This is an optimization exercise on Yosys and OpenROAD, whose aim is small area and a short achievable clock period, not a production implementation.
Only simulation tests tie the RTL to the original design; equivalence was not proved.
No activity file was given, so power comes from the tool's default toggle rates.

==> flow/design.v (outline; a module is shown in full before it is edited, if it fits) <==
// module wavlet: 1151 lines
module wavlet(
	input clk,
	input rst_n,
	input [15:0] data_in,
	output reg signed [20:0] data_out_hd,
	output reg signed [20:0] data_out_ld
);
  // ...
==> flow/flow/run.sh <==
#!/bin/bash
# Own layout flow: the standard synthesis (unchanged), then flipfa2.py, a
# netlist pass that removes inverters (a full adder is
# self-dual, and many gates have a complement cell), then the standard
# layout with plain buffers (buf_4 instead of clkdlybuf4s50_1) on the ports,
# and with ORFS's timing repair aiming at a setup slack of $MARGIN ns (the
# constraints are unchanged: the clock is still the design's period).
# If a layout attempt fails (e.g. a routing fault the extractor rejects), the
# layout steps are run again with a slightly different placement density.
set -uo pipefail
W=$PWD
R=$W/orfs/results/$FLOW_PLATFORM/wavlet/base
bash standard.sh "$R/1_2_yosys.v" > "$W/synth.log" 2>&1 || exit 1
cp "$R/1_2_yosys.v" "$W/yosys_standard.v"
python3 flow/flipfa2.py "$FLOW_HOME/platforms/$FLOW_PLATFORM/lib/sky130_fd_sc_hd__tt_025C_1v80.lib" "$W/yosys_standard.v" "$W/yosys_flipped.v" 1500 > "$W/flipfa.log" 2>&1 || exit 1
cp "$W/yosys_flipped.v" "$R/1_2_yosys.v"
export BUFFER_PORTS_ARGS="-buffer_cell sky130_fd_sc_hd__buf_4"
MARGIN=8.45
n=0
for dens in "" 0.58 0.62 0.55; do
  n=$((n + 1))
  if [[ -n "$dens" ]]; then
    rm -f "$R"/[2-6]_* "$W"/orfs/logs/"$FLOW_PLATFORM"/wavlet/base/[2-6]_*
    bash standard.sh SETUP_SLACK_MARGIN=$MARGIN PLACE_DENSITY=$dens finish > "$W/layout$n.log" 2>&1 && exit 0
  else
    bash standard.sh SETUP_SLACK_MARGIN=$MARGIN finish > "$W/layout$n.log" 2>&1 && exit 0
  fi
done
exit 1
==> flow/flow/flipfa2.py <==
#!/usr/bin/env python3
"""Remove inverters from a sky130hd gate netlist without changing its function.

Two kinds of node may change polarity:
  * full adders (fa): a full adder is self-dual, FA(~a,~b,~c) = (~sum, ~carry),
    so it can work on complemented inputs and give complemented outputs;
  * single-output gates with a complement cell (nand2 <-> and2, a21oi <-> a21o,
    xor2 <-> xnor2, ...): swapping the cell complements the output.
Inverters are then removed, and one inverter is added for each signal that
some input still needs complemented.  A local search picks the polarities
that minimise inverter area plus the area change of swapped cells.
Registers, ports and other cells are left as they are.

usage: flipfa2.py liberty in.v out.v
"""
import re, sys
from collections import defaultdict

OUTPINS = {'X', 'Y', 'Q', 'Q_N', 'SUM', 'COUT', 'HI', 'LO'}
PAIRS = [('nand2', 'and2'), ('nor2', 'or2'), ('nand3', 'and3'), ('nor3', 'or3'),
         ('nand4', 'and4'), ('nor4', 'or4'), ('a21oi', 'a21o'), ('o21ai', 'o21a'),
         ('a22oi', 'a22o'), ('o22ai', 'o22a'), ('a211oi', 'a211o'), ('o211ai', 'o211a'),
         ('a31oi', 'a31o'), ('o31ai', 'o31a'), ('a32oi', 'a32o'), ('o32ai', 'o32a'),
         ('a21boi', 'a21bo'), ('o21bai', 'o21ba'), ('xor2', 'xnor2'), ('xor3', 'xnor3'),
         ('nand2b', 'and2b'), ('nor2b', 'or2b'), ('mux2i', 'mux2'), ('a41oi', 'a41o'),
         ('o41ai', 'o41a'), ('a311oi', 'a311o'), ('o311ai', 'o311a'), ('a2111oi', 'a2111o'),
         ('o2111ai', 'o2111a'), ('a221oi', 'a221o'), ('o221ai', 'o221a'), ('a222oi', None),
         ('nand3b', 'and3b'), ('nor3b', 'or3b'), ('nand4b', 'and4b'), ('nor4b', 'or4b'),
         ('a2bb2oi', 'a2bb2o'), ('o2bb2ai', 'o2bb2a')]
COMP = {}
for a, b in PAIRS:
    if a and b:
        COMP[a] = b; COMP[b] = a

lib = open(sys.argv[1]).read()
area = {}; outpin = {}
cur = None
curpin = None
for line in lib.split('\n'):
    m = re.match(r'\s*cell \("(\w+)"\)', line)
    if m:
        cur = m.group(1); curpin = None; continue
    m = re.match(r'\s*area : ([\d.]+);', line)
    if m and cur and cur not in area:
        area[cur] = float(m.group(1))
    m = re.match(r'\s*pin \("(\w+)"\)', line)
    if m:
        curpin = m.group(1)
    if re.match(r'\s*direction : "?output"?;', line) and cur and curpin:
        outpin.setdefault(cur, curpin)
INV_AREA = area['sky130_fd_sc_hd__inv_1']

def comp_cell(t):
    m = re.match(r'sky130_fd_sc_hd__(\w+?)_(\d+)$', t)
    if not m:
        return None
    base, drv = m.group(1), m.group(2)
    if base not in COMP:
        return None
    for d in (drv, '1', '2', '0', '4'):
        c = f"sky130_fd_sc_hd__{COMP[base]}_{d}"
        if c in area:
            return c
    return None

src = open(sys.argv[2]).read()
m = re.search(r'^\s*sky130_fd_sc_hd__', src, re.M)
head = src[:m.start()]
body = src[m.start():]
cell_re = re.compile(r'\s*(sky130_fd_sc_hd__\w+)\s+(\S+)\s*\((.*?)\);', re.S)
pin_re = re.compile(r'\.(\w+)\(\s*(.*?)\s*\)\s*(?:,|$)', re.S)
cells = []
pos = 0
while True:
    mm = cell_re.match(body, pos)
    if not mm:
        break
    cells.append([mm.group(1), mm.group(2), [(p, n.strip()) for p, n in pin_re.findall(mm.group(3))]])
    pos = mm.end()
assert body[pos:].strip() == 'endmodule', body[pos:pos + 200]

ports = set()
for mm in re.finditer(r'^\s*output\s+(\[(\d+):(\d+)\]\s+)?(\S+)\s*;', head, re.M):
    nm = mm.group(4)
    if mm.group(1):
        for i in range(int(mm.group(3)), int(mm.group(2)) + 1):
            ports.add(f"{nm}[{i}]")
    else:
        ports.add(nm)

def is_inv(t):
    return re.match(r'sky130_fd_sc_hd__(clk)?inv_\d+$', t) is not None

driver = {}
for ci, (t, n, pins) in enumerate(cells):
    for p, net in pins:
        if p in OUTPINS:
            driver[net] = ci
invs = set()
for ci, (t, n, pins) in enumerate(cells):
    if is_inv(t):
        d = dict(pins)
        if d['Y'] in ports:
            continue
        invs.add(ci)

def root(net):
    p = 0
    while net in driver and driver[net] in invs:
        net = dict(cells[driver[net]][2])['A']; p ^= 1
    return net, p

# node kinds: 'fa' (inputs+outputs flip), 'g' (output flips, cell swaps)
kind = {}
for ci, (t, n, pins) in enumerate(cells):
    if ci in invs:
        continue
    if re.match(r'sky130_fd_sc_hd__fa_\d+$', t):
        kind[ci] = 'fa'
    elif comp_cell(t):
        outs = [net for p, net in pins if p in OUTPINS]
        if len(outs) == 1:
            kind[ci] = 'g'
# nodes driving ports directly stay fixed
for ci in list(kind):
    for p, net in cells[ci][2]:
        if p in OUTPINS and net in ports:
            del kind[ci]; break

cons = []
for ci, (t, n, pins) in enumerate(cells):
    if ci in invs:
        continue
    for p, net in pins:
        if p in OUTPINS or net == '' or net.startswith("1'"):
            continue
        r, par = root(net)
        cons.append((ci, p, r, par))
flip = defaultdict(int)
byroot = defaultdict(list)
for k, (ci, p, r, par) in enumerate(cons):
    byroot[r].append(k)

def in_flip(ci):
    return flip[ci] if kind.get(ci) == 'fa' else 0

def out_flip(ci):
    return flip[ci] if ci in kind else 0

def root_cost(r):
    d = driver.get(r)
    fd = out_flip(d) if d is not None else 0
    for k in byroot[r]:
        ci, p, _, par = cons[k]
        if par ^ in_flip(ci) ^ fd:
            return INV_AREA
    return 0.0

def node_cost(ci):
    if kind.get(ci) == 'g' and flip[ci]:
        t = cells[ci][0]
        return area[comp_cell(t)] - area[t]
    return 0.0

touch = defaultdict(set)
for k, (ci, p, r, par) in enumerate(cons):
    if kind.get(ci) == 'fa':
        touch[ci].add(r)
for ci in kind:
    for p, net in cells[ci][2]:
        if p in OUTPINS:
            touch[ci].add(net)

def total():
    return sum(root_cost(r) for r in byroot) + sum(node_cost(ci) for ci in kind)

import random
before = total()
order = sorted(kind)

def descend():
    for it in range(60):
        changed = False
        for ci in order:
            rs = touch[ci]
            c0 = sum(root_cost(r) for r in rs) + node_cost(ci)
            flip[ci] ^= 1
            c1 = sum(root_cost(r) for r in rs) + node_cost(ci)
            if c1 < c0 - 1e-9:
                changed = True
            elif c1 <= c0 + 1e-9 and random.random() < 0.3:
                changed = changed
            else:
                flip[ci] ^= 1
        if not changed:
            break

random.seed(12345)
descend()
best = total(); bestflip = dict(flip)
for rnd in range(int(sys.argv[4]) if len(sys.argv) > 4 else 40):
    # perturb: flip a random neighbourhood, then descend
    for ci in random.sample(order, max(1, len(order) // 20)):
        flip[ci] ^= 1
    descend()
    c = total()
    if c < best - 1e-9:
        best = c; bestflip = dict(flip)
    else:
        flip.clear(); flip.update(bestflip)
flip.clear(); flip.update(bestflip)
after = total()

invnet = {}
newcells = []
newwires = []
cnt = [0]
def inv_of(r):
    if r not in invnet:
        cnt[0] += 1
        nn = f"_flipinv{cnt[0]}_"
        invnet[r] = nn
        newwires.append(nn)
        newcells.append(['sky130_fd_sc_hd__inv_1', f"_flipinvc{cnt[0]}_", [('A', r), ('Y', nn)]])
    return invnet[r]
conmap = {}
for k, (ci, p, r, par) in enumerate(cons):
    d = driver.get(r)
    fd = out_flip(d) if d is not None else 0
    e = par ^ in_flip(ci) ^ fd
    conmap[(ci, p)] = inv_of(r) if e else r
out = []
nswap = 0
for ci, (t, n, pins) in enumerate(cells):
    if ci in invs:
        continue
    np = []
    if kind.get(ci) == 'g' and flip[ci]:
        nt = comp_cell(t)
        nswap += 1
        # output pin name of the new cell: X for non-inverting, Y for inverting
        newout = outpin[nt]
        t = nt
    for p, net in pins:
        if (ci, p) in conmap:
            net = conmap[(ci, p)]
        if kind.get(ci) == 'g' and flip[ci] and p in OUTPINS:
            p = newout
        np.append((p, net))
    out.append((t, n, np))
out.extend(newcells)
L = [head.rstrip('\n')]
for w in newwires:
    L.append(f"  wire {w};")
for t, n, pins in out:
    L.append(f"  {t} {n} (")
    L.append(",\n".join(f"    .{p}({net}{' ' if net.startswith(chr(92)) else ''})" for p, net in pins))
    L.append("  );")
L.append("endmodule")
open(sys.argv[3], 'w').write("\n".join(L) + "\n")
nfa = sum(1 for ci in kind if kind[ci] == 'fa' and flip[ci])
print(f"flipfa2: {len(invs)} inverters removed, {len(newcells)} added; "
      f"{nfa} full adders flipped, {nswap} gates swapped; cost {before:.1f} -> {after:.1f} um2",
      file=sys.stderr)
==> flow/standard.sh <==
#!/bin/bash
# synth_recipe.tcl (not shown) runs the flow's synth.tcl, then flattens the netlist and writes it again
# the make line also repeats each setting of config.mk as NAME=value (left out here)
make -C /OpenROAD-flow-scripts/flow DESIGN_CONFIG=/design/flow/config.mk WORK_HOME=/design/flow/orfs CLKGATE_MAP_FILE= SYNTH_SCRIPT=/design/flow/synth_recipe.tcl "${@:-finish}"
==> flow/config.mk <==
export PLATFORM = sky130hd
export DESIGN_NAME = wavlet
export DESIGN_NICKNAME = wavlet
export VERILOG_FILES = /design/flow/design.v
export SDC_FILE = /design/flow/constraint.sdc
export NUM_CORES = 4
export LEC_CHECK = 0
export CAP_MARGIN = 20
export CORE_MARGIN = 2
export CORE_UTILIZATION = 68
export CTS_CLUSTER_DIAMETER = 80
export CTS_CLUSTER_SIZE = 30
export SLEW_MARGIN = 20
==> flow/constraint.sdc <==
create_clock -name core_clock -period 12.0 [get_ports {clk}]
set_input_delay 2.4000 -clock core_clock [delete_from_list [all_inputs] [get_ports {clk}]]
set_output_delay 2.4000 -clock core_clock [all_outputs]
set_load 0.01 [all_outputs]
==> metrics.cfg, run 1 <==
[critical_path]
crit_arrival_ns = 3.86
endpoint_kind = flip-flop
r2r_slack_ns = 8.54
crit_end = hd_s2_1_1$_DFF_PN0_
path_delay_family = adder cells
reg2regPathDepth = 6

[timing]
finClkSkew_ns = 0.0255
setup_viol_count_final = 0
fin_crit_ns = 3.46

[cells_and_area]
final-seq-area_mm2 = 0.00653
final_common_cell = fa_1
inverters = 222
multi_input_area_mm2 = 0.0107
n_antenna_cell = 1

[status]
outcome = complete, no violations

[power]
p_clk_share_pct = 10.3
power.total_mw = 5.41
peakVddDrop_v = 0.000253
seq_power_mw = 1.40

[global_routing]
grt_overflow_total = 0
grtUsageMet2_pct = 46.5

[route]
drc_errors = 0
viasPerCell = 5.74

[synthesis]
syn_inst = 1264

[placed_design]
dpl_cell_area_mm2 = 0.0189
port_buffers = 59

[hold_path]
hold_depth = 0

[floorplan]
die_area_mm2 = 0.0279

==> run 2, diff against run 1 <==
--- a/flow/config.mk
+++ b/flow/config.mk
@@ -7,7 +7,7 @@
 export LEC_CHECK = 0
 export CAP_MARGIN = 20
 export CORE_MARGIN = 2
-export CORE_UTILIZATION = 68
+export CORE_UTILIZATION = 40
 export CTS_CLUSTER_DIAMETER = 80
 export CTS_CLUSTER_SIZE = 30
 export SLEW_MARGIN = 20
==> run 2 against run 1 <==
Effect of this change:
- via count is 2.8% lower
- sequential power hardly changed
- combinational power is 2% lower
- sequential share of layout area is 0.84 points lower
- critical path depth is 5 lower
- fmax is 1.1% lower
- die area is 68% higher
- global-route usage is 12 points lower
- final cell count is 15% higher
- register-to-register slack hardly changed
- worst hold slack worse by 0.0044 ns
==> metrics.cfg, run 2 <==
[floorplan]
core-area_mm2 = 0.0444  ; was 0.0261 mm2
rows = 77  ; was 59
dieWidth_um = 217  ; was 167 um
ios = 60  ; unchanged
die_y_um = 217  ; was 167 um
initial_utilization_pct = 40.7  ; was 69.4%
die_area_mm2 = 0.0469  ; was 0.0279 mm2

[status]
outcome = complete, no violations  ; unchanged

[critical_path]
rr_startpoint = or1[9]$_DFFE_PN0P_  ; was er3[8]$_DFF_PN0_
crit_arrival_ns = 1.10  ; was 3.86 ns
path_buf_inv = 1  ; unchanged
cp-start-kind = flip-flop  ; unchanged
endpoint_kind = primary output  ; was flip-flop
path_delay_family = flip-flops  ; was adder cells
path_max_fanout = 1  ; was 6
critical_path_required_ns = 9.60  ; was 12.40 ns
cpMaxStageDelayCell = dfrtp_1  ; unchanged
crit_path_max_incr_delay_ns = 0.42  ; was 0.72 ns
worstPathCellList = buf_4  ; was fa_1, fa_1, fa_1, fa_1, fa_1, inv_1
critPathLaunch = data_out_hd[1]$_DFF_PN0_  ; was er3[8]$_DFF_PN0_
worstSetupPathType = flip-flop to primary output  ; was flip-flop to flip-flop

[placed_design]
port_buffers = 59  ; unchanged
dpl_cell_area_mm2 = 0.0193  ; was 0.0189 mm2
hpwl_um = 30300  ; was 29700 um
place_congestion = 0.804  ; was 0.894

[timing]
relSlewSlack_pct = 32.2  ; was 34.6%
slew_violations = 0  ; unchanged
max_freq_mhz = 286  ; was 289 MHz
finClkSkew_ns = 0.0269  ; was 0.0255 ns
setup_viol_count_final = 0  ; unchanged
finalCritPeriodShare_pct = 29.1  ; was 28.8%
final-hold-violation-count = 0  ; unchanged
fin_crit_ns = 3.50  ; was 3.46 ns
tightest_slew_ns = 1.02  ; was 0.981 ns
grt_setup_unrepaired = true  ; was false
setup_tns_ns = 0  ; unchanged

[synthesis]
synth_nets = 1742  ; unchanged
syn-cell-area_mm2 = 0.0181  ; unchanged
syn_area_per_cell_um2 = 14.3  ; unchanged
syn_inst = 1264  ; unchanged
yosys_warnings = 1  ; unchanged

[clocking]
cts-buffers-inserted = 18  ; was 15
cts_buffer_depth = 3  ; unchanged
clkSinkCount = 260  ; unchanged
clk_pin_slew_ns = 0.09  ; was 0.10 ns
cts_tree = yes  ; unchanged
clk_latency_ns = 0.53  ; was 0.51 ns
htree_levels = 1  ; unchanged
root_buffer = clkbuf_16  ; unchanged

[route]
drc_errors = 0  ; unchanged
dr.pass1.iters = 4  ; unchanged
drt_iter0_drc = 531  ; was 670
viasPerCell = 4.84  ; was 5.74
drt-total-wl_um = 37700  ; was 36700 um
wl_per_cell_um = 19.4  ; was 21.8 um
ant_nets = 0  ; unchanged
vias = 9393  ; was 9663

[global_routing]
antenna_found_initial = 0  ; unchanged
grt_pass1_wl_um = 61300  ; was 60100 um
track_usage_pct = 17.3  ; was 29.0%
grt_pass1_vias = 10700  ; was 10.9k
grt_overflow_total = 0  ; unchanged
grt_max_degree = 157  ; was 131

[cells_and_area]
multi_input_area_mm2 = 0.0107  ; about the same
nFillCells = 3943  ; was 1725
area.growth.synth_to_final_pct = 10.6  ; was 7.73%
fin_area_mm2 = 0.0200  ; was 0.0195 mm2
drive_gt1_share_pct = 11.6  ; was 11.4%
n_antenna_cell = 0  ; was 1
top_regs = data_out_hd (20), data_out_ld (20)  ; unchanged
final_common_cell = fa_1  ; unchanged
final-seq-area_mm2 = 0.00654  ; was 0.00653 mm2
final_cell_mix = fa_1 (375), dfrtp_1 (237), inv_1 (222)  ; was fa_1 (374), dfrtp_1 (240), inv_1 (220)
layout.nets = 1815  ; was 1816

[power]
leakagePower_nw = 9.07  ; was 8.98 nW
pwr_density_cell_mw_per_mm2 = 275  ; was 277 mW/mm2
peakVddDrop_v = 0.000162  ; was 0.000253 V

[job]
maxCapViolations = 0  ; unchanged

[hold_path]
hold_start = ld_s1_0_0$_DFF_PN0_  ; unchanged
hp-class = flip-flop to flip-flop  ; unchanged

[run 2: power by group]
part	switching (mW)	internal [mW]	total, mW
logic	1.83	1.55	3.38
registers	0.143	1.25	1.39
clock network	0.369	0.349	0.718
total	2.35	3.15	5.50
[run 2: path summary, 6_finish.rpt]
path	endpoint	slack [ns]	cells past startpoint
min in group asynchronous	data_out_ld[11]$_DFF_PN0_	1.87	1
hold reg to reg	data_out_ld[0]$_DFF_PN0_	0.36	0
hold / removal	data_out_ld[0]$_DFF_PN0_	0.36	0
setup reg to reg	ld_s1_2_1$_DFF_PN0_	8.53	7
max in group asynchronous	or2[10]$_DFF_PN0_	8.77	2
setup / recovery	data_out_hd[1]	8.50	1
[run 2: area by class of cell]
class | count | area share, %
tap | 592 | 3.70
sequential | 260 | 32.7
clock inverter | 12 | 1.08
clock buffer | 20 | 2.45
multi-input combinational | 774 | 53.5
timing repair buffer | 61 | 2.39
inverter | 222 | 4.17
[run 2: metal layers]
metal,share of wire [%],track usage (%),routed length (um),vias to the layer above
li1,-,-,-,4080
met1,44,24.2,16500,5153
met2,51,29.3,19300,134
met3,3.6,2.60,1370,26
met4,1.3,2.56,483,0
met5,0,0,0,-
[run 2: per-stage QoR]
stage                     util, %  worst slack, ns  cells  power (mW)  hold WS (ns)
after CTS                    45.0             8.44   1940        5.62         0.370
after global routing         45.0             8.44   1941        6.11         0.382
after global placement       43.4             8.17   1908        4.79         0.348
after detailed placement     43.4             8.14   1908        4.88         0.347
final                        45.0             8.50   1941        5.50         0.363
after floorplan                 -             8.71   1264        3.85         0.331
[run 2: what timing repair did]
item	in CTS	in global routing
setup buffers	0	1
cloned	0	0
gates resized for setup	2	20
hold buffers	0	0
endpoints found under the setup margin	2	17
==> run 3, diff against run 2 <==
--- a/flow/config.mk
+++ b/flow/config.mk
@@ -7,7 +7,7 @@
 export LEC_CHECK = 0
 export CAP_MARGIN = 20
 export CORE_MARGIN = 2
-export CORE_UTILIZATION = 40
+export CORE_UTILIZATION = 55
 export CTS_CLUSTER_DIAMETER = 80
 export CTS_CLUSTER_SIZE = 30
 export SLEW_MARGIN = 20
==> run 3 against run 2 <==
Effect of this change:
- register-to-register slack gained 0.06 ns
- sequential power hardly changed
- non-clock buffer count is 5 higher
- setup slack better by 0.033 ns
- sequential share of layout area increased by 0.42 points
- clock skew down 0.0042 ns
- count of clock-buffer cells in the layout decreased by 2
- worst hold slack improved by 0.0034 ns
- via count up 0.24%
- synthesized cell count unchanged
- largest cell class unchanged
- highest routed layer unchanged
==> metrics.cfg, run 3 <==
[global_routing]
met3_usage_pct = 3.87  ; was 2.60%
met1_usage_pct = 34.3  ; was 24.2%
grt_pass1_wl_um = 59900  ; was 61300 um
grtUsageMet2_pct = 38.5  ; was 29.3%
grt_overflow_total = 0  ; unchanged
antenna_found_initial = 0  ; unchanged
grt_pass1_vias = 10600  ; was 10.7k
track_usage_pct = 23.9  ; was 17.3%
grt_max_degree = 110  ; was 157
top_usage_layer = met2  ; unchanged

[critical_path]
crit_arrival_ns = 1.06  ; was 1.10 ns
path_max_fanout = 2  ; was 1
path_delay_family = flip-flops  ; unchanged
critical_path_required_ns = 9.60  ; about the same
worstPathCellList = buf_4  ; unchanged
worstSetupPathType = flip-flop to primary output  ; unchanged
crit_path_max_incr_delay_ns = 0.40  ; was 0.42 ns
r2r_slack_ns = 8.59  ; was 8.53 ns
path_buf_inv = 1  ; unchanged
endpoint_kind = primary output  ; unchanged
cp-start-kind = flip-flop  ; unchanged
cpMaxStageDelayCell = dfrtp_1  ; unchanged

[cells_and_area]
nFillCells = 2582  ; was 3943
fin_area_mm2 = 0.0198  ; was 0.0200 mm2
area.growth.synth_to_final_pct = 9.18  ; was 10.6%
layout.nets = 1819  ; was 1815
final_cell_mix = fa_1 (374), dfrtp_1 (236), inv_1 (220)  ; was fa_1 (375), dfrtp_1 (237), inv_1 (222)
final_common_cell = fa_1  ; unchanged
final-seq-area_mm2 = 0.00654  ; about the same
n_antenna_cell = 0  ; unchanged
top_regs = data_out_hd (20), data_out_ld (20)  ; unchanged
layout.cells.non_filler = 1793  ; was 1941
multi_input_area_mm2 = 0.0107  ; about the same
drive_gt1_share_pct = 12.1  ; was 11.6%

[synthesis]
yosys_warnings = 1  ; unchanged
synth_nets = 1742  ; unchanged
syn_inst = 1264  ; unchanged
syn-cell-area_mm2 = 0.0181  ; unchanged
syn_area_per_cell_um2 = 14.3  ; unchanged

[timing]
finClkSkew_ns = 0.0227  ; was 0.0269 ns
relSlewSlack_pct = 32.1  ; was 32.2%
final-hold-violation-count = 0  ; unchanged
grt_setup_unrepaired = false  ; was true
setup_tns_ns = 0  ; unchanged
setup_viol_count_final = 0  ; unchanged
slew_violations = 0  ; unchanged
max_freq_mhz = 289  ; was 286 MHz
finalCritPeriodShare_pct = 28.9  ; was 29.1%
fin_crit_ns = 3.46  ; was 3.50 ns
tightest_slew_ns = 1.02  ; about the same

[placed_design]
place_congestion = 0.832  ; was 0.804
hpwl_um = 30100  ; was 30300 um
dpl_cell_area_mm2 = 0.0191  ; was 0.0193 mm2
post-place-cells = 1759  ; was 1908
port_buffers = 59  ; unchanged

[floorplan]
die_area_mm2 = 0.0344  ; was 0.0469 mm2
rows = 66  ; was 77
die_y_um = 185  ; was 217 um
dieWidth_um = 185  ; was 217 um
initial_utilization_pct = 55.7  ; was 40.7%
core-area_mm2 = 0.0325  ; was 0.0444 mm2
ios = 60  ; unchanged

[power]
power.total_mw = 5.44  ; was 5.50 mW
pwr_density_cell_mw_per_mm2 = 275  ; about the same
peakVddDrop_v = 0.000131  ; was 0.000162 V
leakagePower_nw = 9.03  ; was 9.07 nW

[clocking]
clkSinkCount = 260  ; unchanged
cts_hold_buf = 0  ; unchanged
root_buffer = clkbuf_16  ; unchanged
clk_pin_slew_ns = 0.11  ; was 0.09 ns
cts-buffers-inserted = 17  ; was 18
clk_latency_ns = 0.52  ; was 0.53 ns
cts_buffer_depth = 3  ; unchanged
cts_tree = yes  ; unchanged
htree_levels = 1  ; unchanged

[route]
vias = 9416  ; was 9393
ant_nets = 0  ; unchanged
drc_errors = 0  ; unchanged
wl_per_cell_um = 20.9  ; was 19.4 um
viasPerCell = 5.25  ; was 4.84
drt_iter0_drc = 420  ; was 531
drt-total-wl_um = 37500  ; was 37700 um
dr.pass1.iters = 5  ; was 4

[status]
outcome = complete, no violations  ; unchanged

[hold_path]
hp-class = flip-flop to flip-flop  ; unchanged

[job]
maxCapViolations = 0  ; unchanged

[run 3: per-layer routing]
layer	share of wire (%)	routed length [um]
met1	43	16200
met2	49	18500
met3	4.1	1520
met4	3.3	1240
met5	0	0
[run 3: final timing paths]
kind / from / endpoint / cells past startpoint
min in group asynchronous: rst_n / data_out_ld[12]$_DFF_PN0_ / 1
max in group asynchronous: rst_n / er2[13]$_DFF_PN0_ / 3
worst max register to register: er1[10]$_DFFE_PN0N_ / hd_s1_4_1$_DFF_PN0_ / 8
worst min-delay path: ld_s1_0_0$_DFF_PN0_ / data_out_ld[0]$_DFF_PN0_ / 0
worst max-delay path: data_out_hd[19]$_DFF_PN0_ / data_out_hd[20] / 1
worst min register to register: ld_s1_0_0$_DFF_PN0_ / data_out_ld[0]$_DFF_PN0_ / 0
[run 3: power by group]
| group | switching [mW] | internal (mW) | total [mW] |
|---|---|---|---|
| sequential | 0.141 | 1.25 | 1.39 |
| combinational | 1.85 | 1.56 | 3.41 |
| clock | 0.349 | 0.290 | 0.638 |
| total | 2.34 | 3.10 | 5.44 |
[run 3: final cells by class]
| class | count | share of cell area (%) |
|---|---|---|
| Timing Repair Buffer | 66 | 2.67 |
| Inverter | 222 | 4.24 |
| Clock buffer | 18 | 2.22 |
| Clock inverter | 11 | 0.728 |
| Multi-Input combinational cell | 774 | 54.2 |
| Tap cell | 442 | 2.80 |
| Sequential cell | 260 | 33.1 |
[run 3: repair_timing]
| item | CTS | global route |
|---|---|---|
| endpoints found under the setup margin | 160 | 98 |
| buffers inserted | 0 | 5 |
| gates resized for setup | 10 | 23 |
| pin swaps | 0 | 1 |
[run 3: through the flow]
stage / utilization, % / hold slack, ns / setup slack (ns)
after floorplan: - / 0.331 / 8.71
after global routing: 60.9 / 0.375 / 8.46
after detailed placement: 58.8 / 0.341 / 6.91
after CTS: 60.6 / 0.370 / 8.45
final: 60.9 / 0.366 / 8.54
after global placement: 58.8 / 0.347 / 6.98
==> run 4, diff against run 3 <==
--- a/flow/flow/run.sh
+++ b/flow/flow/run.sh
@@ -2,7 +2,7 @@
 # Own layout flow: the standard synthesis (unchanged), then flipfa2.py, a
 # netlist pass that removes inverters (a full adder is
 # self-dual, and many gates have a complement cell), then the standard
-# layout with plain buffers (buf_4 instead of clkdlybuf4s50_1) on the ports,
+# layout with plain buffers (buf_1 instead of clkdlybuf4s50_1) on the ports,
 # and with ORFS's timing repair aiming at a setup slack of $MARGIN ns (the
 # constraints are unchanged: the clock is still the design's period).
 # If a layout attempt fails (e.g. a routing fault the extractor rejects), the
@@ -14,7 +14,7 @@
 cp "$R/1_2_yosys.v" "$W/yosys_standard.v"
 python3 flow/flipfa2.py "$FLOW_HOME/platforms/$FLOW_PLATFORM/lib/sky130_fd_sc_hd__tt_025C_1v80.lib" "$W/yosys_standard.v" "$W/yosys_flipped.v" 1500 > "$W/flipfa.log" 2>&1 || exit 1
 cp "$W/yosys_flipped.v" "$R/1_2_yosys.v"
-export BUFFER_PORTS_ARGS="-buffer_cell sky130_fd_sc_hd__buf_4"
+export BUFFER_PORTS_ARGS="-buffer_cell sky130_fd_sc_hd__buf_1"
 MARGIN=8.45
 n=0
 for dens in "" 0.58 0.62 0.55; do
==> run 4 against run 3 <==
Effect of this change:
- final cell count is 0.28% lower
- global-route usage is 0.089 points lower
- fmax is 0.14% higher
- critical path type is now flip-flop to flip-flop
- highest routed layer unchanged
==> metrics.cfg, run 4 <==
[status]
outcome = complete, no violations  ; unchanged

[critical_path]
worstPathCellList = inv_1, fa_1, fa_1, fa_1, fa_1, fa_1, inv_1  ; was buf_4
path_max_fanout = 6  ; was 2
path_buf_inv = 2  ; was 1
path_delay_family = adder cells  ; was flip-flops
critical_path_required_ns = 12.42  ; was 9.60 ns
critPathMostFrequentCell = fa_1
crit_arrival_ns = 3.88  ; was 1.06 ns
cpMaxStageDelayCell = fa_1  ; was dfrtp_1
crit_path_max_incr_delay_ns = 0.54  ; was 0.40 ns
cp-start-kind = flip-flop  ; unchanged
endpoint_kind = flip-flop  ; was primary output
worstSetupPathType = flip-flop to flip-flop  ; was flip-flop to primary output

[cells_and_area]
n_antenna_cell = 0  ; unchanged
fin_area_mm2 = 0.0195  ; was 0.0198 mm2
nFillCells = 2595  ; was 2582
final_common_cell = fa_1  ; unchanged
area.growth.synth_to_final_pct = 7.77  ; was 9.18%
drive_gt1_share_pct = 7.43  ; was 12.1%
final_cell_mix = fa_1 (375), dfrtp_1 (234), inv_1 (221)  ; was fa_1 (374), dfrtp_1 (236), inv_1 (220)
layout.nets = 1814  ; was 1819
top_regs = data_out_hd (20), data_out_ld (20)  ; unchanged

[timing]
finalCritPeriodShare_pct = 28.8  ; was 28.9%
fin_ws_ns = 8.54  ; about the same
relSlewSlack_pct = 34.9  ; was 32.1%
tightest_slew_ns = 0.976  ; was 1.02 ns
setup_tns_ns = 0  ; unchanged
final-hold-violation-count = 0  ; unchanged
slew_violations = 0  ; unchanged
setup_viol_count_final = 0  ; unchanged
grt_setup_unrepaired = true  ; was false
fin_crit_ns = 3.46  ; about the same
max_freq_mhz = 289  ; about the same
finClkSkew_ns = 0.0183  ; was 0.0227 ns

[clocking]
clk_latency_ns = 0.51  ; was 0.52 ns
clkSinkCount = 260  ; unchanged
cts-buffers-inserted = 16  ; was 17
htree_levels = 1  ; unchanged
cts_buffer_depth = 3  ; unchanged
cts_setup_buffers = 0  ; unchanged
clk_pin_slew_ns = 0.10  ; was 0.11 ns
cts_hold_buf = 0  ; unchanged
cts_tree = yes  ; unchanged
post_cts_resized = 10  ; unchanged
root_buffer = clkbuf_16  ; unchanged

[power]
seqPwrFrac_pct = 26.0  ; was 25.6%
peakVddDrop_v = 0.000132  ; was 0.000131 V
p_int_mw = 3.07  ; was 3.10 mW
p_sw_mw = 2.28  ; was 2.34 mW
p_clk_share_pct = 12.3  ; was 11.7%
combPwrFrac_pct = 61.6  ; was 62.7%
pwr_density_cell_mw_per_mm2 = 275  ; about the same
power.total_mw = 5.35  ; was 5.44 mW
switching_share_pct = 42.6  ; was 43.0%
leakagePower_nw = 8.81  ; was 9.03 nW

[placed_design]
hpwl_um = 29900  ; was 30100 um
place_congestion = 0.843  ; was 0.832
post-place-ws_ns = 7.23  ; was 6.91 ns
port_buffers = 59  ; unchanged
dpl_cell_area_mm2 = 0.0189  ; was 0.0191 mm2

[route]
wl_per_cell_um = 20.8  ; was 20.9 um
vias = 9385  ; was 9416
ant_nets = 0  ; unchanged
drc_errors = 0  ; unchanged
dr.pass1.iters = 4  ; was 5
drt_iter0_drc = 557  ; was 420
viasPerCell = 5.25  ; about the same
drt-total-wl_um = 37300  ; was 37500 um

[floorplan]
initial_utilization_pct = 55.7  ; unchanged
dieWidth_um = 185  ; unchanged
ios = 60  ; unchanged
rows = 66  ; unchanged
die_y_um = 185  ; unchanged
die_area_mm2 = 0.0344  ; unchanged
core-area_mm2 = 0.0325  ; unchanged

[global_routing]
top_usage_layer = met2  ; unchanged
met1_usage_pct = 34.8  ; was 34.3%
antenna_found_initial = 0  ; unchanged
track_usage_pct = 23.9  ; about the same
grt_max_degree = 78  ; was 110
grt_overflow_total = 0  ; unchanged
grtUsageMet2_pct = 39.0  ; was 38.5%
met3_usage_pct = 3.01  ; was 3.87%
grt_pass1_vias = 10600  ; about the same
grt_pass1_wl_um = 59900  ; about the same

[synthesis]
synth_nets = 1742  ; unchanged
yosys_warnings = 1  ; unchanged
syn_inst = 1264  ; unchanged
syn_area_per_cell_um2 = 14.3  ; unchanged
syn-cell-area_mm2 = 0.0181  ; unchanged

[hold_path]
hp-class = flip-flop to flip-flop  ; unchanged

[job]
maxCapViolations = 0  ; unchanged

-- run 4: final timing paths --
kind	start	end	slack (ns)	depth (start not counted)
setup / recovery	or1[9]$_DFFE_PN0P_	ld_s1_2_1$_DFF_PN0_	8.54	7
hold / removal	ld_s1_0_0$_DFF_PN0_	data_out_ld[0]$_DFF_PN0_	0.37	0
setup reg to reg	or1[9]$_DFFE_PN0P_	ld_s1_2_1$_DFF_PN0_	8.54	7
hold reg to reg	ld_s1_0_0$_DFF_PN0_	data_out_ld[0]$_DFF_PN0_	0.37	0
max in group asynchronous	rst_n	or2[11]$_DFF_PN0_	8.75	2
min in group asynchronous	rst_n	data_out_ld[14]$_DFF_PN0_	1.85	1
-- run 4: final cells by class --
class	count	area [um2]	area share, %
well taps	442	553	2.84
clock buffers	17	425	2.18
inverters	222	833	4.27
multi-input cells	774	10700	54.9
repair buffers	62	265	1.36
clock inverters	11	168	0.860
flip-flops and latches	260	6540	33.5
-- run 4: worst register-to-register path, delay by kind of cell, from the launching register on --
kind,cells,cell delay (ns)
adder cells (fa/ha/maj),5,2.55
flip-flops,1,0.51
buffers and inverters,2,0.32
-- run 4: power by group through the flow --
stage	Clock, mW	Combinational, mW	Sequential (mW)
2_1_floorplan	0	2.44	1.41
3_3_place_gp	0	3.32	1.41
3_5_place_dp	0	3.39	1.42
4_1_cts	0.682	3.40	1.40
5_1_grt	0.715	3.84	1.43
6_report	0.661	3.30	1.39
-- run 4: per-layer routing --
layer  up-vias  routed length (um)
met4         0                 776
met1      5139               16500
met5         -                   0
met3        36                1660
li1       4058                   -
met2       152               18300
-- run 4: metrics by stage --
step           hold WS, ns  util (%)  instances
3_5_place_dp         0.344      58.1       1760
6_report             0.365      60.1       1788
5_1_grt              0.380      60.1       1788
3_3_place_gp         0.339      58.1       1760
4_1_cts              0.367      60.0       1788
2_1_floorplan        0.331         -       1264
==> run 5, diff against run 4 <==
--- a/flow/flow/run.sh
+++ b/flow/flow/run.sh
@@ -15,7 +15,7 @@
 python3 flow/flipfa2.py "$FLOW_HOME/platforms/$FLOW_PLATFORM/lib/sky130_fd_sc_hd__tt_025C_1v80.lib" "$W/yosys_standard.v" "$W/yosys_flipped.v" 1500 > "$W/flipfa.log" 2>&1 || exit 1
 cp "$W/yosys_flipped.v" "$R/1_2_yosys.v"
 export BUFFER_PORTS_ARGS="-buffer_cell sky130_fd_sc_hd__buf_1"
-MARGIN=8.45
+MARGIN=8.55
 n=0
 for dens in "" 0.58 0.62 0.55; do
   n=$((n + 1))
--- a/flow/config.mk
+++ b/flow/config.mk
@@ -7,7 +7,7 @@
 export LEC_CHECK = 0
 export CAP_MARGIN = 20
 export CORE_MARGIN = 2
-export CORE_UTILIZATION = 55
+export CORE_UTILIZATION = 65
 export CTS_CLUSTER_DIAMETER = 80
 export CTS_CLUSTER_SIZE = 30
 export SLEW_MARGIN = 20
==> run 5 against run 4 <==
Effect of this change:
- fmax increased by 0.59%
- setup slack improved by 0.020 ns
- via count increased by 1.7%
- clock skew increased by 0.0039 ns
- critical endpoint is now data_out_ld[20]
- highest routed layer unchanged
- largest cell class unchanged
- cell area decreased by 0.22%
- flip-flop and latch count unchanged
- final cell count decreased by 3.0%
- power decreased by 0.88%
- critical path type is now flip-flop to primary output
==> metrics.cfg, run 5 <==
[route]
ant_nets = 0  ; unchanged
wl_per_cell_um = 21.5  ; was 20.8 um
dr.pass1.iters = 5  ; was 4
drt-total-wl_um = 37300  ; about the same
drc_errors = 0  ; unchanged
vias = 9547  ; was 9385
viasPerCell = 5.50  ; was 5.25
drt_iter0_drc = 571  ; was 557

[critical_path]
endpoint_kind = primary output  ; was flip-flop
critical_path_required_ns = 9.60  ; was 12.42 ns
rr_startpoint = or1[10]$_DFFE_PN0P_  ; was or1[9]$_DFFE_PN0P_
worstReg2RegEnd = ld_s1_3_1$_DFF_PN0_  ; was ld_s1_2_1$_DFF_PN0_
r2r_slack_ns = 8.62  ; was 8.54 ns
reg2regPathDepth = 7  ; unchanged
path_delay_family = flip-flops  ; was adder cells
path_max_fanout = 2  ; was 6
critPathLaunch = data_out_ld[19]$_DFF_PN0_  ; was or1[9]$_DFFE_PN0P_
worstSetupPathType = flip-flop to primary output  ; was flip-flop to flip-flop
crit_arrival_ns = 1.04  ; was 3.88 ns
worstPathCellList = clkbuf_2  ; was inv_1, fa_1, fa_1, fa_1, fa_1, fa_1, inv_1
crit_path_max_incr_delay_ns = 0.41  ; was 0.54 ns
cp-start-kind = flip-flop  ; unchanged
cpMaxStageDelayCell = dfrtp_1  ; was fa_1
path_buf_inv = 1  ; was 2

[synthesis]
syn-cell-area_mm2 = 0.0181  ; unchanged
syn_inst = 1264  ; unchanged
yosys_warnings = 1  ; unchanged
synth_nets = 1742  ; unchanged
syn_area_per_cell_um2 = 14.3  ; unchanged

[timing]
finalCritPeriodShare_pct = 28.7  ; was 28.8%
fin_ws_ns = 8.56  ; was 8.54 ns
fin_crit_ns = 3.44  ; was 3.46 ns
tightest_slew_ns = 0.962  ; was 0.976 ns
slew_violations = 0  ; unchanged
relSlewSlack_pct = 35.9  ; was 34.9%
final-hold-violation-count = 0  ; unchanged
setup_tns_ns = 0  ; unchanged
grt_setup_unrepaired = true  ; unchanged
finClkSkew_ns = 0.0222  ; was 0.0183 ns
setup_viol_count_final = 0  ; unchanged
max_freq_mhz = 291  ; was 289 MHz

[hold_path]
hp-class = flip-flop to flip-flop  ; unchanged
hold_start = ld_s1_0_0$_DFF_PN0_  ; unchanged
whs_endpoint = data_out_ld[0]$_DFF_PN0_  ; unchanged
hold_depth = 0  ; unchanged

[placed_design]
port_buffers = 59  ; unchanged
place_congestion = 0.883  ; was 0.843
post-place-ws_ns = 8.20  ; was 7.23 ns
hpwl_um = 29800  ; was 29900 um

[power]
leakagePower_nw = 8.84  ; was 8.81 nW
peakVddDrop_v = 0.000160  ; was 0.000132 V
pwr_density_cell_mw_per_mm2 = 273  ; was 275 mW/mm2
power.total_mw = 5.31  ; was 5.35 mW

[floorplan]
ios = 60  ; unchanged
initial_utilization_pct = 65.5  ; was 55.7%
rows = 61  ; was 66
die_area_mm2 = 0.0292  ; was 0.0344 mm2
dieWidth_um = 171  ; was 185 um
core-area_mm2 = 0.0276  ; was 0.0325 mm2
die_y_um = 171  ; was 185 um

[cells_and_area]
area.growth.synth_to_final_pct = 7.52  ; was 7.77%
top_regs = data_out_hd (20), data_out_ld (20)  ; unchanged
nFillCells = 1954  ; was 2595
final_cell_mix = fa_1 (374), dfrtp_1 (227), inv_1 (218)  ; was fa_1 (375), dfrtp_1 (234), inv_1 (221)
drive_gt1_share_pct = 9.29  ; was 7.43%
final_core_util_pct = 70.4  ; was 60.1%
n_antenna_cell = 0  ; unchanged
final_common_cell = fa_1  ; unchanged
layout.nets = 1828  ; was 1814

[global_routing]
grt_pass1_wl_um = 59800  ; was 59900 um
grt_max_degree = 156  ; was 78
antenna_found_initial = 0  ; unchanged
grt_overflow_total = 0  ; unchanged
track_usage_pct = 28.3  ; was 23.9%
grt_pass1_vias = 10600  ; about the same

[clocking]
cts_buffer_depth = 3  ; unchanged
root_buffer = clkbuf_16  ; unchanged
clkSinkCount = 260  ; unchanged
clk_pin_slew_ns = 0.10  ; about the same
cts_tree = yes  ; unchanged
htree_levels = 1  ; unchanged
clk_latency_ns = 0.51  ; about the same
cts_hold_buf = 0  ; unchanged
cts-buffers-inserted = 15  ; was 16

[status]
outcome = complete, no violations  ; unchanged

[job]
maxCapViolations = 0  ; unchanged

## run 5: stage by stage
stage | cell area (um2) | hold slack, ns | instances
5_1_grt | 19500 | 0.380 | 1735
2_1_floorplan | 18100 | 0.331 | 1264
4_1_cts | 19300 | 0.367 | 1720
3_5_place_dp | 18800 | 0.337 | 1695
6_report | 19500 | 0.364 | 1735
3_3_place_gp | 18800 | 0.351 | 1695
## run 5: worst max-delay path by stage
| stage | endpoint | slack, ns | depth (start not counted) |
|---|---|---|---|
| final | data_out_ld[20] | 8.56 | 1 |
| after global routing | hd_s2_2_1$_DFF_PN0_ | 8.49 | 6 |
| after CTS | ld_s2_1_1$_DFF_PN0_ | 8.55 | 9 |
| after detailed placement | ld_s1_9_0$_DFF_PN0_ | 8.20 | 2 |
| after global placement | ld_s1_9_0$_DFF_PN0_ | 8.22 | 2 |
| after floorplan | ld_s1_0_0$_DFF_PN0_ | 8.71 | 6 |
## run 5: layout make-up
class | count | area [um2] | area share [%]
Clock inverter | 7 | 98.8 | 0.508
Clock buffer | 17 | 383 | 1.97
Sequential cell | 260 | 6550 | 33.7
Tap cell | 378 | 473 | 2.43
Inverter | 222 | 837 | 4.30
Timing Repair Buffer | 77 | 398 | 2.05
Multi-Input combinational cell | 774 | 10700 | 55.1
## run 5: timing repair
action                                  in CTS  in global routing
endpoints found under the setup margin      23                 55
pin swaps                                    0                  1
gates resized for setup                     19                 28
setup buffers                                1                 15
## run 5: power by group
group          switching, mW  internal (mW)
clock network          0.310          0.264
logic                   1.84           1.50
registers              0.141           1.25
## run 5: metal layers
metal  vias up  part of all wire, %  GRT usage [%]
li1       4091                    -              -
met1      5152                   42           40.5
met2       244                   49           45.8
met3        60                  5.5           4.72
met4         0                  3.3           8.62
met5         -                    0              0
==> run 6, diff against run 5 <==
--- a/flow/config.mk
+++ b/flow/config.mk
@@ -7,7 +7,7 @@
 export LEC_CHECK = 0
 export CAP_MARGIN = 20
 export CORE_MARGIN = 2
-export CORE_UTILIZATION = 65
+export CORE_UTILIZATION = 55
 export CTS_CLUSTER_DIAMETER = 80
 export CTS_CLUSTER_SIZE = 30
 export SLEW_MARGIN = 20
==> run 6 against run 5 <==
Effect of this change:
- first-iteration DRC count shrank 17%
- cell area is 1.1% higher
- still clean on timing, DRC and antenna
- critical path type unchanged
- clock power rose by 15%
- sequential share of layout area decreased by 0.36 points
- die area is 18% higher
==> metrics.cfg, run 6 <==
[cells_and_area]
n_antenna_cell = 0  ; unchanged
top_regs = data_out_hd (20), data_out_ld (20)  ; unchanged
final-seq-area_mm2 = 0.00655  ; unchanged
nFillCells = 2584  ; was 1954
layout.nets = 1829  ; was 1828
multi_input_area_mm2 = 0.0107  ; about the same
drive_gt1_share_pct = 10.4  ; was 9.29%
final_common_cell = fa_1  ; unchanged
final_cell_mix = fa_1 (373), dfrtp_1 (227), inv_1 (220)  ; was fa_1 (374), dfrtp_1 (227), inv_1 (218)
area.growth.synth_to_final_pct = 8.68  ; was 7.52%

[route]
viasPerCell = 5.24  ; was 5.50
wl_per_cell_um = 20.8  ; was 21.5 um
vias = 9452  ; was 9547
dr.pass1.iters = 6  ; was 5
drc_errors = 0  ; unchanged
drt_iter0_drc = 473  ; was 571
drt-total-wl_um = 37400  ; was 37300 um
ant_nets = 0  ; unchanged

[placed_design]
place_congestion = 0.843  ; was 0.883
hpwl_um = 29900  ; was 29800 um
port_buffers = 59  ; unchanged

[timing]
fin_crit_ns = 3.42  ; was 3.44 ns
grt_setup_unrepaired = true  ; unchanged
slew_violations = 0  ; unchanged
finalCritPeriodShare_pct = 28.5  ; was 28.7%
setup_viol_count_final = 0  ; unchanged
final-hold-violation-count = 0  ; unchanged
finClkSkew_ns = 0.0175  ; was 0.0222 ns
setup_tns_ns = 0  ; unchanged
max_freq_mhz = 292  ; was 291 MHz
tightest_slew_ns = 0.961  ; was 0.962 ns
holdWs_ns = 0.365  ; was 0.364 ns
relSlewSlack_pct = 36.0  ; was 35.9%

[clocking]
clkSinkCount = 260  ; unchanged
clk_latency_ns = 0.51  ; about the same
clk_pin_slew_ns = 0.10  ; about the same
cts_buffer_depth = 3  ; unchanged
htree_levels = 1  ; unchanged
root_buffer = clkbuf_16  ; unchanged
cts-buffers-inserted = 16  ; was 15
cts_tree = yes  ; unchanged

[critical_path]
worstSetupPathType = flip-flop to primary output  ; unchanged
endpoint_kind = primary output  ; unchanged
path_max_fanout = 1  ; was 2
cpMaxStageDelayCell = dfrtp_1  ; unchanged
crit_path_max_incr_delay_ns = 0.39  ; was 0.41 ns
rr_startpoint = or3[3]$_DFF_PN0_  ; was or1[10]$_DFFE_PN0P_
worstPathCellList = clkbuf_2  ; unchanged
path_delay_family = flip-flops  ; unchanged
path_buf_inv = 1  ; unchanged
critical_path_required_ns = 9.60  ; about the same
critPathLaunch = data_out_ld[16]$_DFF_PN0_  ; was data_out_ld[19]$_DFF_PN0_
cp-start-kind = flip-flop  ; unchanged
crit_arrival_ns = 1.02  ; was 1.04 ns

[hold_path]
hold_start = ld_s1_0_0$_DFF_PN0_  ; unchanged
hp-class = flip-flop to flip-flop  ; unchanged

[global_routing]
met3_usage_pct = 3.01  ; was 4.72%
grt_overflow_total = 0  ; unchanged
antenna_found_initial = 0  ; unchanged
grtUsageMet2_pct = 39.0  ; was 45.8%
grt_pass1_wl_um = 59900  ; was 59800 um
track_usage_pct = 23.9  ; was 28.3%
grt_max_degree = 78  ; was 156
grt_pass1_vias = 10600  ; about the same
top_usage_layer = met2  ; unchanged
met1_usage_pct = 34.8  ; was 40.5%

[synthesis]
syn_area_per_cell_um2 = 14.3  ; unchanged
syn-cell-area_mm2 = 0.0181  ; unchanged
synth_nets = 1742  ; unchanged
syn_inst = 1264  ; unchanged
yosys_warnings = 1  ; unchanged

[floorplan]
ios = 60  ; unchanged
rows = 66  ; was 61
die_area_mm2 = 0.0344  ; was 0.0292 mm2
dieWidth_um = 185  ; was 171 um
core-area_mm2 = 0.0325  ; was 0.0276 mm2
initial_utilization_pct = 55.7  ; was 65.5%
die_y_um = 185  ; was 171 um

[power]
peakVddDrop_v = 0.000133  ; was 0.000160 V
leakagePower_nw = 8.92  ; was 8.84 nW
pwr_density_cell_mw_per_mm2 = 273  ; about the same

[job]
maxCapViolations = 0  ; unchanged

[status]
outcome = complete, no violations  ; unchanged

-- run 6: final timing paths --
| path | slack (ns) | to | depth (start not counted) |
|---|---|---|---|
| min in group asynchronous | 1.85 | data_out_ld[14]$_DFF_PN0_ | 1 |
| worst max-delay path | 8.58 | data_out_ld[16] | 1 |
| worst min register to register | 0.36 | data_out_ld[0]$_DFF_PN0_ | 0 |
| worst min-delay path | 0.36 | data_out_ld[0]$_DFF_PN0_ | 0 |
| worst max register to register | 8.64 | ld_s2_1_1$_DFF_PN0_ | 9 |
| max in group asynchronous | 8.89 | or2[13]$_DFF_PN0_ | 3 |
-- run 6: layer usage --
metal | vias up | wire length (um)
met1 | 5170 | 16300
li1 | 4088 | -
met5 | - | 0
met3 | 34 | 1780
met2 | 160 | 18600
met4 | 0 | 752
-- run 6: repair_timing --
item	4_1_cts	5_1_grt
hold buffers	0	0
hold endpoints to repair	0	0
setup buffers	2	13
setup endpoints to repair	227	89
pin swaps	1	2
resized for setup	29	31
-- run 6: area by class of cell --
type                            count  share of cell area [%]
Multi-Input combinational cell    774                    54.5
Clock buffer                       17                    2.16
Tap cell                          442                    2.81
Clock inverter                     11                   0.853
Sequential cell                   260                    33.3
Inverter                          222                    4.26
Timing Repair Buffer               77                    2.10
-- run 6: report_power, final --
| part | leakage (nW) | switching, mW | internal (mW) |
|---|---|---|---|
| clock network | 0.290 | 0.324 | 0.336 |
| logic | 5.64 | 1.82 | 1.50 |
| registers | 2.99 | 0.138 | 1.25 |
| total | 8.92 | 2.28 | 3.09 |
-- run 6: through the flow --
step	utilization, %	setup WS [ns]	power (mW)	instances	cell area [um2]
2_1_floorplan	-	8.71	3.85	1264	18100
3_3_place_gp	58.1	7.27	4.73	1760	18900
3_5_place_dp	58.1	7.23	4.81	1760	18900
4_1_cts	60.1	8.55	5.49	1790	19500
5_1_grt	60.6	8.48	6.00	1803	19700
6_report	60.6	8.58	5.37	1803	19700

==> separate check: timing with driven ports <==
No port has a modelled driver above. Below, the same layouts with a new extraction and two added sets of constraints.
Step 1 sets driving cells, clkbuf_16 on the clock port and buf_2 on the other inputs (assumed; they add their load-dependent delay and slew).
Step 2 times the ports against the registers' clock, not the clock port: input delays grow and output delays shrink by t, the midpoint of the rising clock arrivals with the driver on.
Three values: ideal, step 1, step 2; two values: the first two.
run | shift t [ns] | slack for setup (ns) | worst setup path after step 2 | worst register clock-pin slew, ns
run 1 | 0.544 | 8.543 / 8.514 / 8.223 | input, reset recovery | 0.11 / 0.11
run 2 | 0.571 | 8.503 / 8.449 / 8.200 | input, reset recovery | 0.11 / 0.11
run 3 | 0.557 | 8.536 / 8.487 / 8.192 | input, reset recovery | 0.11 / 0.11
run 4 | 0.553 | 8.541 / 8.533 / 8.212 | input, reset recovery | 0.10 / 0.10
run 5 | 0.548 | 8.561 / 8.511 / 8.278 | input, reset recovery | 0.12 / 0.12
run 6 | 0.555 | 8.581 / 8.531 / 8.353 | input, reset recovery | 0.10 / 0.10
After both steps setup and hold are still met in every run listed. The setup slack of run 3, which loses most, moves by -0.049 ns with the drivers and by -0.344 ns with both steps. The worst setup slack also covers recovery checks on asynchronous resets.
